Background: an optimization exercise with open tools, aiming at small area. Do not read the settings as production practice. Only simulation tests tie the RTL to the original design; equivalence was not proved. Power and IR drop assume default switching activity.

## the previous run
==> module shifter, before the edit <==
module shifter (
    input  logic [31:0] a,
    input  logic [ 4:0] shamt,
    input  logic        left,
    input  logic        arith,
    output logic [31:0] y
);
    logic [31:0] x0, x1, x2;
    logic [63:0] e;
    logic fill;
    logic [3:0] d0, d1;   
    always_comb begin
        for (int i = 0; i < 32; i++) x0[i] = left ? a[31-i] : a[i];
        fill = arith & ~left & a[31];
        for (int j = 0; j < 4; j++) begin
            d0[j] = (shamt[1:0] == j);
            d1[j] = (shamt[3:2] == j);
        end
        e = {{32{fill}}, x0};
        for (int i = 0; i < 32; i++)
            x1[i] = (d0[0] & e[i]) | (d0[1] & e[i+1]) | (d0[2] & e[i+2]) | (d0[3] & e[i+3]);
        e = {{32{fill}}, x1};
        for (int i = 0; i < 32; i++)
            x2[i] = (d1[0] & e[i]) | (d1[1] & e[i+4]) | (d1[2] & e[i+8]) | (d1[3] & e[i+12]);
        e = {{32{fill}}, x2};
        for (int i = 0; i < 32; i++) y[i] = shamt[4] ? e[i+16] : e[i];
    end
endmodule
clock: 11.0 ns
lec_check: 0
cap_margin: 5
core_margin: 2
core_utilization: 60
place_density: 0.85
setup_slack_margin: 0.25
slew_margin: 5
standard.sh (not shown) runs the stock make flow with config.mk's settings and CLKGATE_MAP_FILE= SYNTH_SCRIPT=/design/flow/synth_recipe.tcl, a recipe that flattens the netlist after the stock synthesis.
==> flow/flow/run.sh <==
#!/bin/bash
# Layout flow: the standard ORFS flow (standard.sh) with these changes:
#  - ABC maps the logic with an area-recovering script (flow/abc_area.script)
#    instead of ORFS's delay-driven one; the synthesis front end, and so the
#    registers and their names, are ORFS's own;
#  - ports are buffered with buf_1 instead of the default buffer;
#  - CTS uses clkbuf_16 with larger sink clusters and no dummy loads.
# Each tool's output goes to the ORFS logs under orfs/logs; make's own output
# goes to orfs_make.log in this folder.
set -euo pipefail
W=$PWD
rm -rf "$W/scripts_mod"
cp -r "$FLOW_HOME/scripts" "$W/scripts_mod"
cp "$W/flow/abc_area.script" "$W/scripts_mod/abc_speed.script"
bash "$W/standard.sh" SCRIPTS_DIR="$W/scripts_mod" \
    BUFFER_PORTS_ARGS="-buffer_cell sky130_fd_sc_hd__buf_1" \
    CTS_ARGS="-sink_clustering_enable -repair_clock_nets -dont_use_dummy_load -buf_list sky130_fd_sc_hd__clkbuf_16 -sink_clustering_size 25 -sink_clustering_max_diameter 90" \
    finish > "$W/orfs_make.log" 2>&1
==> flow/flow/abc_area.script <==
&get -n
&st
&dch -f
&nf -R 1000
&put
The previous run finished all stages; however, its layout fails the closing checks, the failures being antenna violations.
Relative to the previous run, the following input files were edited for the current run:
-- flow/design.v --
<<< the previous run, line 321
    output logic [31:0] y
);
    logic [31:0] x0, x1, x2;
    logic [63:0] e;
    logic fill;
    logic [3:0] d0, d1;   
    always_comb begin
        for (int i = 0; i < 32; i++) x0[i] = left ? a[31-i] : a[i];
        fill = arith & ~left & a[31];
        for (int j = 0; j < 4; j++) begin
            d0[j] = (shamt[1:0] == j);
            d1[j] = (shamt[3:2] == j);
        end
        e = {{32{fill}}, x0};
        for (int i = 0; i < 32; i++)
            x1[i] = (d0[0] & e[i]) | (d0[1] & e[i+1]) | (d0[2] & e[i+2]) | (d0[3] & e[i+3]);
        e = {{32{fill}}, x1};
        for (int i = 0; i < 32; i++)
            x2[i] = (d1[0] & e[i]) | (d1[1] & e[i+4]) | (d1[2] & e[i+8]) | (d1[3] & e[i+12]);
        e = {{32{fill}}, x2};
        for (int i = 0; i < 32; i++) y[i] = shamt[4] ? e[i+16] : e[i];
    end
endmodule
>>> the current run, line 321
    output logic [31:0] y
);
    logic [31:0] x;
    logic fill;
    always_comb begin
        for (int i = 0; i < 32; i++) x[i] = left ? a[31-i] : a[i];
        fill = arith & ~left & a[31];
        for (int k = 0; k < 5; k++)
            if (shamt[k]) x = (x >> (1 << k)) | ({32{fill}} << (32 - (1 << k)));
        y = x;
    end
endmodule
[summary]
Looking at the reports, the current run completed the entire flow and the layout it produced met the timing, design-rule and antenna checks.
Looking at the current run and the previous run, the vertical die dimension is a wash.
Number of antenna violations at the first check in global routing (the current run over the previous run): decrease, 7
Compared with the previous run, the current run shows minimum clock period lower by 41 ps.
Delta (the current run minus the previous run): met1 capacity usage during global routing went down 2.6 points; final RePlAce weighted congestion went down 1.8%.

========
## exp/lagoon
RV32I_Core with an RTL version that a note above also has.
Size: roughly 3200 cells after synthesis, roughly 1000 flip-flops, roughly 160 I/O pins, ~0.047 mm^2 of cells after synthesis.
==> module DataPath, before the edit <==
module DataPath (
    input  logic        clk,
    input  logic        reset,
    input  logic [31:0] instrCode,
    input  logic [31:0] dataRData,
    input  logic        regFileWe,
    input  logic        rs1En,
    input  logic        immSel,
    input  logic        immU,
    input  logic        immS,
    input  logic        pcImmU,
    input  logic        pcImmJ,
    input  logic        sub,
    input  logic        branch,
    input  logic        jal,
    input  logic        jalr,
    input  logic        selSum,
    input  logic        selP,
    input  logic        selG,
    input  logic        selShR,
    input  logic        selShL,
    input  logic        selSlt,
    input  logic        selPcImm,
    input  logic        selPc4,
    input  logic        selLoad,
    input  logic        shLeft,
    input  logic        shArith,
    input  logic        sltU,
    output logic [31:0] instrMemAddr,
    output logic [31:0] dataAddr,
    output logic [31:0] dataWData
);
    logic [31:1] pc;
    logic [31:1] npc;
    assign instrMemAddr = {pc, 1'b0};
    always_ff @(posedge clk, posedge reset) begin
        if (reset) pc <= '0;
        else pc <= npc;
    end
    logic [31:0] wd;
    logic [31:0] rs1, rs2;
    RegisterFile U_RegFile (
        .clk   (clk),
        .we    (regFileWe),
        .en1   (rs1En),
        .RAddr1(instrCode[19:15]),
        .RAddr2(instrCode[24:20]),
        .WAddr (instrCode[11:7]),
        .WData (wd),
        .RData1(rs1),
        .RData2(rs2)
    );
    assign dataWData = rs2;
    wire [31:0] ins = instrCode;
    wire        sgn = ins[31];
    logic [31:0] imm;     
    logic [31:1] pcImm;   
    assign imm[31:20] = immU ? ins[31:20] : {12{sgn}};
    assign imm[19:12] = immU ? ins[19:12] : {8{sgn}};
    assign imm[11:5]  = immU ? 7'b0 : ins[31:25];
    assign imm[4:0]   = immU ? 5'b0 : (immS ? ins[11:7] : ins[24:20]);
    assign pcImm[31:20] = pcImmU ? ins[31:20] : {12{sgn}};
    assign pcImm[19:12] = (pcImmU | pcImmJ) ? ins[19:12] : {8{sgn}};
    assign pcImm[11]    = pcImmU ? 1'b0 : (pcImmJ ? ins[20] : ins[7]);
    assign pcImm[10:5]  = pcImmU ? 6'b0 : ins[30:25];
    assign pcImm[4:1]   = pcImmU ? 4'b0 : (pcImmJ ? ins[24:21] : ins[11:8]);
    wire [31:0] b  = immSel ? imm : rs2;
    wire [31:0] bx = b ^ {32{sub}};
    logic [31:0] sum, p, g;
    logic        cout;
    wire c1 = sub ? (rs1[0] | ~b[0]) : (rs1[0] & b[0]);
    assign sum[0] = rs1[0] ^ b[0];
    assign p[0]   = rs1[0] ^ bx[0];
    assign g[0]   = rs1[0] & bx[0];
    sk_add #(.N(31)) U_Adder (
        .a   (rs1[31:1]),
        .b   (bx[31:1]),
        .cin (c1),
        .sum (sum[31:1]),
        .p   (p[31:1]),
        .g   (g[31:1]),
        .cout(cout)
    );
    assign dataAddr = sum;
    wire ltu = ~cout;
    wire lts = ltu ^ rs1[31] ^ b[31];
    wire eq  = &p;
    logic taken;
    always_comb begin
        case (instrCode[14:13])
            2'b00:   taken = eq;
            2'b10:   taken = lts;
            2'b11:   taken = ltu;
            default: taken = 1'bx;
        endcase
        taken = taken ^ instrCode[12];
    end
    logic [31:0] shOut;
    shifter U_Shifter (
        .a    (rs1),
        .shamt(b[4:0]),
        .left (shLeft),
        .arith(shArith),
        .y    (shOut)
    );
    logic [31:0] shRev;
    always_comb for (int i = 0; i < 32; i++) shRev[i] = shOut[31-i];
    logic [31:1] pcSum;
    logic [31:2] pcInc;
    logic [8:1] pcLo;
    logic       pcC9;
    ripple_add #(.N(8)) U_PCAddLo (
        .a   (pc[8:1]),
        .b   (pcImm[8:1]),
        .y   (pcLo),
        .cout(pcC9)
    );
    logic [31:9] pcHi;
    bk_add #(.N(23)) U_PCAddHi (
        .a   (pc[31:9]),
        .b   (pcImm[31:9]),
        .cin (pcC9),
        .sum (pcHi),
        .p   (),
        .g   (),
        .cout()
    );
    assign pcSum = {pcHi, pcLo};
    incr30 U_PCInc (
        .a(pc[31:2]),
        .y(pcInc)
    );
    wire [31:0] pc4 = {pcInc, pc[1], 1'b0};
    wire takePcSum = jal | (branch & taken);
    always_comb begin
        if (takePcSum) npc = pcSum;
        else if (jalr) npc = sum[31:1];
        else npc = pc4[31:1];
    end
    wire slt = sltU ? ltu : lts;
    assign wd = ((({32{selSum}} & sum) | ({32{selP}} & p))
               | (({32{selG}} & g) | ({32{selShR}} & shOut) | ({32{selShL}} & shRev)))
              | ((({32{selPcImm}} & {pcSum, 1'b0}) | ({32{selPc4}} & pc4))
               | (({32{selLoad}} & dataRData) | {31'b0, selSlt & slt}));
endmodule
==> module sk_add, before the edit <==
module sk_add #(
    parameter int N = 32
) (
    input  logic [N-1:0] a,
    input  logic [N-1:0] b,
    input  logic         cin,
    output logic [N-1:0] sum,
    output logic [N-1:0] p,
    output logic [N-1:0] g,
    output logic         cout
);
    logic [N-1:0] G, P;
    assign p = a ^ b;
    assign g = a & b;
    always_comb begin
        G = g;
        P = p;
        G[0] = g[0] | (p[0] & cin);
        for (int l = 0; (1 << l) < N; l++)
            for (int i = N - 1; i >= 0; i--)
                if ((i >> l) & 1) begin
                    G[i] = G[i] | (P[i] & G[((i >> l) << l) - 1]);
                    P[i] = P[i] & P[((i >> l) << l) - 1];
                end
    end
    assign sum  = p ^ {G[N-2:0], cin};
    assign cout = G[N-1];
endmodule
Settings: LEC_CHECK=0, CAP_MARGIN=5, CORE_MARGIN=2, CORE_UTILIZATION=40, SETUP_SLACK_MARGIN=0.25, SLEW_MARGIN=5; clock period 11.0 ns.
==> flow/flow/run.sh <==
#!/bin/bash
# Layout flow: the standard ORFS flow (standard.sh) with these changes:
#  - ABC maps the logic with an area-recovering script (flow/abc_area.script)
#    instead of ORFS's delay-driven one; the synthesis front end, and so the
#    registers and their names, are ORFS's own;
#  - ports are buffered with buf_1 instead of the default buffer;
#  - CTS uses clkbuf_16 with larger sink clusters and no dummy loads.
# Each tool's output goes to the ORFS logs under orfs/logs; make's own output
# goes to orfs_make.log in this folder.
set -euo pipefail
W=$PWD
rm -rf "$W/scripts_mod"
cp -r "$FLOW_HOME/scripts" "$W/scripts_mod"
cp "$W/flow/abc_area.script" "$W/scripts_mod/abc_speed.script"
bash "$W/standard.sh" SCRIPTS_DIR="$W/scripts_mod" \
    BUFFER_PORTS_ARGS="-buffer_cell sky130_fd_sc_hd__buf_1" \
    CTS_ARGS="-sink_clustering_enable -repair_clock_nets -dont_use_dummy_load -buf_list sky130_fd_sc_hd__clkbuf_16 -sink_clustering_size 30 -sink_clustering_max_diameter 100" \
    finish > "$W/orfs_make.log" 2>&1
Scripts as last shown in full above: flow/flow/abc_area.script
Here is what was changed in the inputs of exp/fjord compared with exp/lagoon.
-- flow/design.v --
<<< exp/lagoon, line 141
    assign p[0]   = rs1[0] ^ bx[0];
    assign g[0]   = rs1[0] & bx[0];
    sk_add #(.N(31)) U_Adder (
        .a   (rs1[31:1]),
        .b   (bx[31:1]),
>>> exp/fjord, line 141
    assign p[0]   = rs1[0] ^ bx[0];
    assign g[0]   = rs1[0] & bx[0];
    bk_add #(.N(31)) U_Adder (
        .a   (rs1[31:1]),
        .b   (bx[31:1]),
<<< exp/lagoon, line 286
    assign cout = G[N-1];
endmodule
module sk_add #(
    parameter int N = 32
) (
    input  logic [N-1:0] a,
    input  logic [N-1:0] b,
    input  logic         cin,
    output logic [N-1:0] sum,
    output logic [N-1:0] p,
    output logic [N-1:0] g,
    output logic         cout
);
    logic [N-1:0] G, P;
    assign p = a ^ b;
    assign g = a & b;
    always_comb begin
        G = g;
        P = p;
        G[0] = g[0] | (p[0] & cin);
        for (int l = 0; (1 << l) < N; l++)
            for (int i = N - 1; i >= 0; i--)
                if ((i >> l) & 1) begin
                    G[i] = G[i] | (P[i] & G[((i >> l) << l) - 1]);
                    P[i] = P[i] & P[((i >> l) << l) - 1];
                end
    end
    assign sum  = p ^ {G[N-2:0], cin};
    assign cout = G[N-1];
endmodule
module shifter (
    input  logic [31:0] a,
>>> exp/fjord, line 286
    assign cout = G[N-1];
endmodule
module shifter (
    input  logic [31:0] a,
==> comparison <==
exp/lagoon: full flow OK, the timing, design-rule and antenna checks passed
exp/fjord: flow completed, timing, DRC and antenna clean
Against exp/lagoon, internal power in exp/fjord rose slightly.
Going from exp/lagoon to exp/fjord, via count moved down, leakage power summed over all cells now larger, total global routing track utilization +0.17 points.
Looking at iteration count of the initial detailed-routing pass, exp/fjord sits 1 higher than exp/lagoon does.
Relative to exp/lagoon, exp/fjord degrades worst setup timing slack at the placement stage.
Post-route fraction of the period consumed by the critical path, exp/fjord and exp/lagoon: larger value in exp/lagoon
The worst setup slack reported for exp/fjord is greater than that of exp/lagoon by 0.029 ns.
Between exp/lagoon and exp/fjord, the number of standard cells in the final layout excluding fillers does not differ in any meaningful way.
Layout overhead on the synthesized area in exp/fjord is 1.5 points above exp/lagoon.
[compare] base=exp/lagoon new=exp/fjord: overall routed net length flat; final instance area up about 1.2%.

==> afterwards: timing with drivers on the ports <==
How much do the figures lean on ideal ports? The routed layouts below were timed once more, with nothing changed but the port constraints.
Step 1, drivers: a clkbuf_16 drives clk and a buf_2 each remaining input, both assumed.
Step 2 also shifts input and output timing later by t, the mid clock arrival at the registers, as if the neighbouring blocks saw the same clock.
Three values: no drivers, after step 1, after step 2; two values: the first two.
run | t, ns | setup slack, ns | worst setup path after step 2 | clock arrival spread, ns | cell pins on the clock port's net
the previous run | 0.693 | 0.337 / 0.309 / -0.089 | input to register | 0.108 / 0.107 | 1
the current run | 0.675 | 0.378 / 0.354 / 0.110 | input to register | 0.086 / 0.087 | 1
exp/lagoon | 0.703 | 0.340 / 0.303 / 0.126 | input to register | 0.108 / 0.108 | 1
exp/fjord | 0.724 | 0.369 / 0.342 / 0.251 | input to register | 0.128 / 0.128 | 1
For the previous run, which loses most, drivers alone change the setup slack by -0.028 ns; drivers and shift together by -0.426 ns.
